This design comes from an exercise in tuning for small area, a short achievable clock period and few clock cycles per item on the open sky130 flow, not from production work.
In this exercise RTL edits were held to simulation tests only and were not proved equivalent to the original.
Power is estimated from default activity; no workload was simulated.

==> inputs of build 81 <==
// dot_product_accel
module dot_product_accel (
    input  logic                 clk,
    input  logic                 rst,
    input  logic                 start,
    output logic                 done,
    input  logic signed [31:0]   a0,
    input  logic signed [31:0]   a1,
    input  logic signed [31:0]   a2,
    input  logic signed [31:0]   a3,
    input  logic signed [31:0]   a4,
    input  logic signed [31:0]   a5,
    input  logic signed [31:0]   a6,
    input  logic signed [31:0]   a7,
    input  logic signed [31:0]   b0,
    input  logic signed [31:0]   b1,
    input  logic signed [31:0]   b2,
    input  logic signed [31:0]   b3,
    input  logic signed [31:0]   b4,
    input  logic signed [31:0]   b5,
    input  logic signed [31:0]   b6,
    input  logic signed [31:0]   b7,
    output logic signed [63:0]   result
);
  logic [31:0] ra [0:7];
  logic [31:0] rb [1:7];
  logic [15:0] e_one, e_two, e_neg;
  logic [63:0] acc_s, acc_c;
  logic [3:0]  cnt;
  logic        busy, first;
  logic [63:0] res_q;
  always_ff @(posedge clk) begin
    if (start) begin
      ra[0] <= a0;
      ra[1] <= a1; rb[1] <= b1;
      ra[2] <= a2; rb[2] <= b2;
      ra[3] <= a3; rb[3] <= b3;
      ra[4] <= a4; rb[4] <= b4;
      ra[5] <= a5; rb[5] <= b5;
      ra[6] <= a6; rb[6] <= b6;
      ra[7] <= a7; rb[7] <= b7;
    end else begin
      ra[0] <= ra[1];
      ra[1] <= ra[2]; rb[1] <= rb[2];
      ra[2] <= ra[3]; rb[2] <= rb[3];
      ra[3] <= ra[4]; rb[3] <= rb[4];
      ra[4] <= ra[5]; rb[4] <= rb[5];
      ra[5] <= ra[6]; rb[5] <= rb[6];
      ra[6] <= ra[7]; rb[6] <= rb[7];
      ra[7] <= '0; rb[7] <= '0;
    end
  end
  always_ff @(posedge clk) begin
    if (start) begin
      e_one[0] <= b0[0] ^ 1'b0; e_two[0] <= (b0[1] & ~b0[0] & ~1'b0) | (~b0[1] & b0[0] & 1'b0); e_neg[0] <= b0[1] & ~(b0[0] & 1'b0);
      e_one[1] <= b0[2] ^ b0[1]; e_two[1] <= (b0[3] & ~b0[2] & ~b0[1]) | (~b0[3] & b0[2] & b0[1]); e_neg[1] <= b0[3] & ~(b0[2] & b0[1]);
      e_one[2] <= b0[4] ^ b0[3]; e_two[2] <= (b0[5] & ~b0[4] & ~b0[3]) | (~b0[5] & b0[4] & b0[3]); e_neg[2] <= b0[5] & ~(b0[4] & b0[3]);
      e_one[3] <= b0[6] ^ b0[5]; e_two[3] <= (b0[7] & ~b0[6] & ~b0[5]) | (~b0[7] & b0[6] & b0[5]); e_neg[3] <= b0[7] & ~(b0[6] & b0[5]);
      e_one[4] <= b0[8] ^ b0[7]; e_two[4] <= (b0[9] & ~b0[8] & ~b0[7]) | (~b0[9] & b0[8] & b0[7]); e_neg[4] <= b0[9] & ~(b0[8] & b0[7]);
  ...
==> flow/config.mk <==
export PLATFORM = sky130hd
export DESIGN_NAME = dot_product_accel
export DESIGN_NICKNAME = dot_product_accel
export VERILOG_FILES = /design/flow/design.v
export SDC_FILE = /design/flow/constraint.sdc
export NUM_CORES = 4
export LEC_CHECK = 0
export CAP_MARGIN = 20
export CORE_MARGIN = 2
export CORE_UTILIZATION = 65
export CTS_BUF_LIST = sky130_fd_sc_hd__clkbuf_4 sky130_fd_sc_hd__clkbuf_8
export CTS_CLUSTER_SIZE = 24
export SLEW_MARGIN = 20
export SYNTH_HIERARCHICAL = 1
==> flow/constraint.sdc <==
create_clock -name core_clock -period 10.5 [get_ports {clk}]
set_input_delay 2.1000 -clock core_clock [delete_from_list [all_inputs] [get_ports {clk}]]
set_output_delay 2.1000 -clock core_clock [all_outputs]
set_load 0.01 [all_outputs]
standard.sh (not shown) runs the stock make flow with config.mk's settings and CLKGATE_MAP_FILE= SYNTH_SCRIPT=/design/flow/synth_recipe.tcl, a recipe that flattens the netlist after the stock synthesis.
==> flow/flow/run.sh <==
#!/bin/bash
# Own layout flow: the standard ORFS flow (standard.sh, unchanged
# synthesis), with buf_1 port buffers and timing repair aimed at a tighter
# setup target than the clock period. The constraints are the standard flow's.
# Each tool's output goes to standard_flow.log and ORFS's own logs.
export BUFFER_PORTS_ARGS="-buffer_cell sky130_fd_sc_hd__buf_1"
export SETUP_SLACK_MARGIN=${SETUP_MARGIN_OVERRIDE:-6.5}
bash standard.sh > standard_flow.log 2>&1
==> inputs of build 54, as changes to build 81 <==
--- a/flow/config.mk
+++ b/flow/config.mk
@@ -8,7 +8,5 @@
 export CAP_MARGIN = 20
 export CORE_MARGIN = 2
 export CORE_UTILIZATION = 65
-export CTS_BUF_LIST = sky130_fd_sc_hd__clkbuf_4 sky130_fd_sc_hd__clkbuf_8
-export CTS_CLUSTER_SIZE = 24
 export SLEW_MARGIN = 20
 export SYNTH_HIERARCHICAL = 1
==> comparison <==
- Synthesized cell count is the same in build 81 and build 54.
- Build 81 finished with timing, DRC and antenna clean. Build 54 finished with timing, DRC and antenna clean.
- Of build 81 and build 54, build 54 has the higher critical path depth (gap 1).
- In sequential cell count, build 81 and build 54 do not differ.
- Of build 81 and build 54, build 54 has the higher first-iteration DRC count (gap 14%, measured against build 54).
- Sequential power is about the same in build 54 and build 81.
- In die area, build 54 and build 81 do not differ.
- Global-route usage: build 54 is lower than build 81 (0.41 points).
- Clock skew: build 81 is higher than build 54 (0.047 ns).
Testbench counts of build 81, summed over its fixed seeds: cycles 16,000, items 1,600.
Testbench counts of build 54, summed over its fixed seeds: cycles 16,000, items 1,600.

-- afterwards: timing with drivers on the ports --
No port has a modelled driver above. Below, the same layouts with a new extraction and two added sets of constraints.
Step 1: set_driving_cell puts a clkbuf_16 on clk and a buf_2 on each other input, an assumption about the parent block.
Step 2 moves the port delays by t, midway between the first and last clock arrival at a register: inputs arrive t later, outputs are due t later. That takes back most of the time a late clock gives input paths.
Slacks: ideal / step 1 / step 2; pairs: ideal / step 1.
run | t (ns) | slack for setup (ns) | clock arrival spread, ns | worst register clock-pin slew, ns
build 81 | 0.836 | 6.348 / 6.348 / 5.793 | 0.094 / 0.094 | 0.08 / 0.08
build 54 | 0.736 | 6.319 / 6.319 / 6.006 | 0.038 / 0.037 | 0.07 / 0.07
After both steps setup and hold are still met in every run listed. For build 81, which loses most, drivers alone change the setup slack by 0.000 ns; drivers and shift together by -0.555 ns.
